Context: an optimization exercise on an open-source flow, tuned for a short achievable clock period and few clock cycles. The choices shown serve that exercise and are no tape-out recipe.
Only the layout flow was run in this run; the RTL was not checked for function there.

--- config.mk ---
export PLATFORM = sky130hd
export DESIGN_NAME = CPU
export DESIGN_NICKNAME = CPU
export VERILOG_FILES = /design/flow/design.v
export SDC_FILE = /design/flow/constraint.sdc
export NUM_CORES = 4
export LEC_CHECK = 0
export CAP_MARGIN = 20
export CORE_MARGIN = 2
export CORE_UTILIZATION = 40
export PLACE_DENSITY = 0.6
export SLEW_MARGIN = 20
--- constraint.sdc ---
create_clock -name core_clock -period 24.0 [get_ports {clk}]
set_input_delay 4.8000 -clock core_clock [delete_from_list [all_inputs] [get_ports {clk}]]
set_output_delay 4.8000 -clock core_clock [all_outputs]
set_load 0.01 [all_outputs]
--- design.v ---
module CPU (
    output [6:0] disp0, disp1, disp2, disp3, disp4, disp5, disp6, disp7, disp8, disp9, disp10, disp11, disp12, disp13,
    output [2:0] flags,
    output halted,
    output [5:0] mem_addr,
    output mem_wr,
    output [13:0] mem_wdata,
    input [13:0] mem_rdata,
    input clk, rst);
    parameter K = 3;  
    reg [5:0] addr;         
    reg [5:0] pc;           
    reg halt_r;
    reg dcyc;               
    reg wr_r;
    reg [13:0] wdata_r;
    reg ev;                 
    reg [13:0] ir;
    reg [111:0] rf;         
    reg [2:0] flags_r;
    reg [97:0] disp_r;
    reg mph;
    reg [20:0] p0, p1;
    reg dbusy;
    reg [2:0] dcnt;
    reg [13:0] drem, dq;
    reg [28:0] dd;
    assign mem_addr = addr;
    assign mem_wr = wr_r;
    assign mem_wdata = wdata_r;
    assign flags = flags_r;
    assign halted = halt_r;
    assign {disp13, disp12, disp11, disp10, disp9, disp8, disp7,
            disp6, disp5, disp4, disp3, disp2, disp1, disp0} = disp_r;
    wire [4:0] op = ir[13:9];
    wire [2:0] rd = ir[8:6];
    wire [2:0] ra = ir[5:3];
    wire [2:0] rb = ir[2:0];
    wire [13:0] A = rf[ra*14 +: 14];
    wire [13:0] B = rf[rb*14 +: 14];
    wire [14:0] addAB = {1'b0, A} + {1'b0, B};
    wire [14:0] subAB = {1'b0, A} - {1'b0, B};
    wire ltAB = subAB[14];
    wire eqAB = (A == B);
    wire [14:0] B2 = {B, 1'b0};
    wire lt2B = ({1'b0, A} < B2);
    wire bz = (B == 14'd0);
    wire bbig = |B[13:4];
    wire [13:0] shl = bbig ? 14'd0 : (A << B[3:0]);
    wire [13:0] shr = bbig ? 14'd0 : (A >> B[3:0]);
    wire [13:0] mulres = p0[13:0] + {p1[6:0], 7'd0};
    wire mulovf = (p1 > 21'd1) || (p1 == 21'd1 && p0 >= 21'd128) || (p0 >= 21'd256);
    function [3:0] msb14(input [13:0] x);
        integer i;
        begin
            msb14 = 4'd0;
            for (i = 0; i < 14; i = i + 1) if (x[i]) msb14 = i;
        end
    endfunction
    wire [3:0] ma = msb14(A);
    wire [3:0] mb = msb14(B);
    wire [3:0] s0 = ma - mb;
    wire [2:0] ngrp = (s0 + K) / K;          
    wire [4:0] dshift = ngrp * K - 1;
    wire div_slow = !bz && !lt2B;            
    reg [13:0] dr_n;
    reg [K-1:0] dbits;
    integer j;
    always @(*) begin
        dr_n = drem;
        for (j = 0; j < K; j = j + 1) begin
            if ({15'd0, dr_n} >= (dd >> j)) begin
                dr_n = dr_n - (dd >> j);
                dbits[K-1-j] = 1'b1;
            end else
                dbits[K-1-j] = 1'b0;
        end
    end
    wire [13:0] dq_n = (dq << K) | dbits;
    wire dlast = (dcnt == 3'd1);
    wire isMUL = (op == 5'b00101);
    wire isDIV = (op == 5'b00110);
    wire stall = ev && ((isMUL && !mph) ||
                        (isDIV && !dbusy && div_slow) ||
                        (isDIV && dbusy && !dlast));
    reg [13:0] res;
    reg wreg;
    always @(*) begin
        wreg = 1'b1;
        res = 14'd0;
        case (op)
            5'b00011: res = addAB[13:0];
            5'b00100: res = ltAB ? 14'd0 : subAB[13:0];
            5'b00101: res = mulres;
            5'b00110: res = dbusy ? dq_n : (bz ? A : (ltAB ? 14'd0 : 14'd1));
            5'b01101: res = A & B;
            5'b01110: res = A | B;
            5'b01111: res = ~A;
            5'b10000: res = A ^ B;
            5'b10001: res = 14'd0 - A;
            5'b10010: res = shl;
            5'b10011: res = shr;
            5'b10100, 5'b10110: res = {A[12:0], 1'b0};
            5'b10101, 5'b10111: res = {1'b0, A[13:1]};
            5'b11000: res = {A[12:0], A[13]};
            5'b11001: res = {A[0], A[13:1]};
            5'b11101: res = A;
            default: wreg = 1'b0;
        endcase
    end
    reg fset;
    reg [2:0] fval;
    always @(*) begin
        fset = 1'b0;
        fval = 3'd0;
        case (op)
            5'b00011: begin fset = addAB[14]; fval = 3'd3; end
            5'b00100: begin fset = ltAB; fval = 3'd4; end
            5'b00101: begin fset = mulovf; fval = 3'd3; end
            5'b00110: begin fset = !dbusy && bz; fval = 3'd5; end
            5'b00111: begin fset = 1'b1; fval = ltAB ? 3'd1 : 3'd2; end
            5'b01000: begin fset = 1'b1; fval = (!ltAB && !eqAB) ? 3'd1 : 3'd2; end
            5'b01001: begin fset = 1'b1; fval = (ltAB || eqAB) ? 3'd1 : 3'd2; end
            5'b01010: begin fset = 1'b1; fval = !ltAB ? 3'd1 : 3'd2; end
            5'b01011: begin fset = 1'b1; fval = eqAB ? 3'd1 : 3'd2; end
            5'b01100: begin fset = 1'b1; fval = !eqAB ? 3'd1 : 3'd2; end
            5'b10001: begin fset = (A != 14'd0); fval = 3'd3; end
            5'b11100: begin fset = 1'b1; fval = A[0] ? 3'd7 : 3'd6; end
            default: ;
        endcase
    end
    function [6:0] hex7(input [3:0] v);
        case (v)
            4'd0: hex7 = 7'b0000001;
            4'd1: hex7 = 7'b1001111;
            4'd2: hex7 = 7'b0010010;
            4'd3: hex7 = 7'b0000110;
            4'd4: hex7 = 7'b1001100;
            4'd5: hex7 = 7'b0100100;
            4'd6: hex7 = 7'b0100000;
            4'd7: hex7 = 7'b0001111;
            4'd8: hex7 = 7'b0000000;
            4'd9: hex7 = 7'b0001100;
            4'd10: hex7 = 7'b0001000;
            4'd11: hex7 = 7'b1100000;
            4'd12: hex7 = 7'b0110001;
            4'd14: hex7 = 7'b0110000;
            4'd15: hex7 = 7'b0111000;
            default: hex7 = 7'b1111111;
        endcase
    endfunction
    reg [97:0] dispb, disph;
    integer k;
    always @(*) begin
        for (k = 0; k < 14; k = k + 1)
            dispb[k*7 +: 7] = A[k] ? 7'b1001111 : 7'b0000001;
        disph = {98{1'b1}};
        disph[6:0] = hex7(A[3:0]);
        disph[13:7] = hex7(A[7:4]);
        disph[20:14] = hex7(A[11:8]);
        disph[27:21] = hex7({2'b00, A[13:12]});
    end
    wire ex = ev && !stall;                   
    wire [7:0] wsel = (ex && wreg) ? (8'd1 << rd) : 8'd0;
    wire [7:0] lsel = (ev && op == 5'b11110) ? (8'd1 << rd) : 8'd0;
    reg [111:0] rf_fwd;
    always @(*) begin
        for (k = 0; k < 8; k = k + 1)
            rf_fwd[k*14 +: 14] = wsel[k] ? res : rf[k*14 +: 14];
    end
    wire fetch = !halt_r && !dcyc && !stall;
    wire [4:0] fop = mem_rdata[13:9];
    wire fmem = (fop == 5'b11110) || (fop == 5'b11111);
    wire [5:0] addr1 = addr + 6'd1;
    always @(posedge clk or posedge rst) begin
        if (rst) begin
            addr <= 6'd0;
            pc <= 6'd0;
            halt_r <= 1'b0;
            dcyc <= 1'b0;
            wr_r <= 1'b0;
            ev <= 1'b0;
            ir <= 14'd0;
            mph <= 1'b0;
            dbusy <= 1'b0;
            dcnt <= 3'd0;
        end else begin
            wr_r <= fetch && fop == 5'b11111;
            if (fetch) begin
                pc <= addr1;
                addr <= fmem ? mem_rdata[5:0] : addr1;
                dcyc <= fmem;
                ir <= mem_rdata;
                ev <= (fop != 5'b00001);
                if (fop == 5'b00001) halt_r <= 1'b1;
            end else if (dcyc) begin
                addr <= pc;
                dcyc <= 1'b0;
                ev <= 1'b0;
            end
            if (ev && isMUL) mph <= !mph;
            if (ev && isDIV) begin
                if (!dbusy) begin
                    dbusy <= div_slow;
                    dcnt <= ngrp;
                end else begin
                    dcnt <= dcnt - 3'd1;
                    if (dlast) dbusy <= 1'b0;
                end
            end
        end
    end
    always @(posedge clk) begin
        if (fetch) wdata_r <= rf_fwd[mem_rdata[8:6]*14 +: 14];
        if (ev && isMUL && !mph) begin
            p0 <= A * B[6:0];
            p1 <= A * B[13:7];
        end
        if (ev && isDIV) begin
            if (!dbusy) begin
                drem <= A;
                dq <= 14'd0;
                dd <= {15'd0, B} << dshift;
            end else begin
                drem <= dr_n;
                dq <= dq_n;
                dd <= dd >> K;
            end
        end
    end
    always @(posedge clk or posedge rst) begin
        if (rst) begin
            rf <= 112'd0;
            flags_r <= 3'd0;
            disp_r <= {14{7'b0000001}};
        end else begin
            for (k = 0; k < 8; k = k + 1) begin
                if (lsel[k]) rf[k*14 +: 14] <= mem_rdata;
                else if (wsel[k]) rf[k*14 +: 14] <= res;
            end
            if (ex && fset) flags_r <= fval;
            if (ev && op == 5'b11010) disp_r <= dispb;
            if (ev && op == 5'b11011) disp_r <= disph;
        end
    end
endmodule
--- run.sh ---
#!/bin/bash
# synth_recipe.tcl (not shown) runs the flow's synth.tcl, then flattens the netlist and writes it again
# the make line also repeats each setting of config.mk as NAME=value (left out here)
make -C /OpenROAD-flow-scripts/flow DESIGN_CONFIG=/design/flow/config.mk WORK_HOME=/design/flow/orfs CLKGATE_MAP_FILE= SYNTH_SCRIPT=/design/flow/synth_recipe.tcl finish
==> flow_summary.toml <==
[run_status]
outcome = "finished clean"

[clock_network]
cts.sinks = 297
cts_buffers = 40
hold_buffers = 0
post_cts_resized = 0
cts_tree = "yes"
clock_latency_ns = 0.63
h-tree-depth = 2
cts-root-buf = "clkbuf_16"
worst_setup_hold_path_clk_slew_ns = 0.06
cts_setup_buffers = 0
clockBufferDepth = 3

[synth]
yosysMostFrequentCell = "nand2_1"
syn_area_sq_um = 31180
async_flop_share_pct = 62.96
yosys-top-cells-area = "dfrtp_1 (15%), edfxtp_1 (11%), ha_1 (8.8%), fa_1 (8.1%), nand2_1 (5.6%)"
ys_types = 95
ys_seq_area_share_pct = 25.62
synth_top_area_share_pct = 14.69
synth_edf_count = 110
yosys_register_bits = 297
synth_common_cells = "nand2_1 (467), o21ai_0 (301), nor2_1 (280)"
ys_warn_count = 1
synth_top_area_cell = "dfrtp_1"
avgSynthCellArea_sq_um = 8.654
synth_flop_cell = "dfrtp_1"
syn_inst = 3603

[timing]
finalMaxSlewViolations = 0
slew_headroom_pct = 16.74
rsz0062_at_grt = "false"
skew_ns = 0.06614
timing.final.crit_share_pct = 46.55
max_freq_ghz = 0.08950
finalCriticalPeriod_ns = 11.17
setup_viol = 0
hold_violations = 0
max_slew.worst_pin.slew_ns = 1.241
final.setup.tns_ns = 0

[floorplan]
io_pins = 139
die_h_um = 283.2
die_x_um = 283.2
die_area_sq_um = 80200
initial_core_util_pct = 40.32
core_area_sq_um = 77340
rows = 102

[cells_and_area]
nNetsFinal = 3954
area_growth_pct = 11.18
utilization_pct = 44.82
antenna_cells = 0
drive_above_1_share_pct = 10.32

[global_routing]
grt-ovfl-total = 0
track_usage_pct = 28.57
grt_pass1_wl_um = 176700
grt_max_degree = 69
grt_pass1_vias = 27520
antenna_found_initial = 4

[setup_path]
slowest_stage = "fa_1"
critical_path.endpoint = "dd[27]$_SDFFCE_PP0P_"
worst_setup_path_end_kind = "flip-flop"
ff2ff_path_depth = 33
path_max_fanout = 23
reg2reg_slack_ns = 12.83
critPathLaunchType = "flip-flop"
startpoint = "ir[3]$_DFFE_PP0P_"
critPathBufInv = 6
worst_ep_required_time_ns = 24.35
reg2reg_to = "dd[27]$_SDFFCE_PP0P_"
r2r_start = "ir[3]$_DFFE_PP0P_"
critPathTopFamily = "adder cells"
arrival_ns = 11.52
critPathMaxStageDelay_ns = 0.99
cp_num_cells = 33
worstSetupPathType = "reg -> reg"

[placement]
port_buffers = 127
gp_congestion = 1.017
dp_hpwl_um = 83070

[drt]
initialDrtViolationCount = 3149
highest_layer = "met5"
num_vias = 28751
ant_nets = 0
wire_per_inst_um = 25.19
routed_wl_um = 117500
via_per_inst = 6.164
m1WireLength_um = 48640
wl_met3_um = 11400
drt_first_pass_iters = 8
remaining_drc_errors = 0
wl_met2_um = 51160

[min_path]
holdCritStartpoint = "disp_r[17]$_DFFE_PP0P_"
hp-class = "reg -> reg"
hold_depth = 2

[flow_run]
maxCapViolations = 0
[layout by cell type (no fill, tap or decap), drive strengths merged, types with 17 or more instances in the layout]
cell / synthesis / routed
and2: 20 / 20
nand3: 58 / 58
nor3: 86 / 86
nand2: 468 / 468
xnor2: 67 / 67
or3: 17 / 17
mux2i: 150 / 150
fa: 126 / 126
edfxtp: 110 / 110
nand4: 21 / 21
o221ai: 21 / 21
inv: 234 / 237
a211oi: 39 / 39
a221oi: 31 / 31
o21bai: 27 / 27
o22ai: 21 / 21
nor4: 35 / 35
a22oi: 19 / 19
buf: 117 / 99
o211ai: 34 / 34
nor2b: 30 / 30
clkinv: 9 / 25
a21o: 45 / 45
clkdlybuf4s50: 0 / 127
clkbuf: 172 / 49
mux4: 76 / 76
nor2: 283 / 283
a31oi: 30 / 30
a21oi: 247 / 247
ha: 220 / 220
mux2: 41 / 41
dfrtp: 183 / 183
xor2: 27 / 27
o21ai: 310 / 310
[cells by family after synthesis]
| family | after synthesis | synth area share (%) |
|---|---|---|
| compound gates | 984 | 20.00 |
| xor+xnor | 97 | 2.885 |
| fa+ha+maj | 346 | 16.92 |
| buf+inv | 532 | 7.388 |
| flops | 297 | 25.62 |
| mux | 267 | 11.79 |
| other cells | 2 | 0.02409 |
| simple gates | 1078 | 15.39 |
[state kept, by name (all words and copies together) (netlist names), 3 cells and up]
register / count
rf: 112
dcnt: 3
dd: 29
ir: 14
disp_r: 37
p1: 21
wdata_r: 14
p0: 21
drem: 14
addr: 6
flags_r: 3
pc: 6
dq: 11
[through the flow]
| stage | std cells | area, sq um | hold WS (ns) | setup WS (ns) |
|---|---|---|---|---|
| after CTS | 4663 | 34650 | 0.4723 | 12.94 |
| after global placement | 4589 | 33310 | 0.4536 | 13.12 |
| after global routing | 4664 | 34670 | 0.5084 | 11.97 |
| after floorplan | 3612 | 31210 | 0.4456 | 14.12 |
| final | 4664 | 34670 | 0.4633 | 12.83 |
| after detailed placement | 4589 | 33310 | 0.4598 | 13.02 |
[layer usage]
layer,track usage (%),vias up
met2,43.79,1605
met3,5.250,352
met5,0,-
met4,13.06,4
li1,-,12863
met1,39.18,13927
[cell type report]
class	instances	area, sq um
Timing Repair Buffer	227	2022
Inverter	243	919.6
Multi-Input combinational cell	2783	21090
Fill cell	7553	42670
Clock inverter	26	274.0
Tap cell	1040	1301
Sequential cell	297	7993
Clock buffer	48	1071
[worst register-to-register path: cells and delay by family (launching register included)]
family	cells	cell delay (ns)
AO/OA/AOI/OAI	12	2.41
XOR/XNOR	1	0.22
adder cells (fa/ha/maj)	5	2.44
buffers and inverters	6	1.53
flip-flops	1	0.70
multiplexers	4	1.62
AND/OR/NAND/NOR	5	1.98
[worst min path at each step]
stage | to | slack, ns
6_report | disp_r[17]$_DFFE_PP0P_ | 0.46
3_5_place_dp | disp_r[17]$_DFFE_PP0P_ | 0.46
4_1_cts | disp_r[17]$_DFFE_PP0P_ | 0.47
2_1_floorplan | pc[1]$_DFFE_PP0P_ | 0.45
3_3_place_gp | disp_r[17]$_DFFE_PP0P_ | 0.45
5_1_grt | disp_r[2]$_DFFE_PP0P_ | 0.51

-- re-timing with driven ports --
The flow's constraints put no driver on any port. The routed layout listed below was extracted and timed again, unchanged, in two steps.
Step 1 (the two cells are an assumption about what drives the block):
set clk [get_ports {clk}]
set_driving_cell -lib_cell sky130_fd_sc_hd__clkbuf_16 $clk
set_driving_cell -lib_cell sky130_fd_sc_hd__buf_2 [delete_from_list [all_inputs] $clk]
Step 2 times the ports against the registers' clock, not the clock port: input delays grow and output delays shrink by t, the midpoint of the rising clock arrivals with the driver on.
Three values: ideal ports, drivers, drivers and shift; two values: the first two.
t (ns): 0.667
setup slack, ns: 12.827 / 12.827 / 12.827
clock arrival spread, ns: 0.066 / 0.066
slew at the worst register clock pin (ns): 0.07 / 0.07
pins driven straight from the clock port: 1
After both steps setup and hold are still met in this run. For this run, drivers alone change the setup slack by 0.000 ns; drivers and shift together by 0.000 ns.
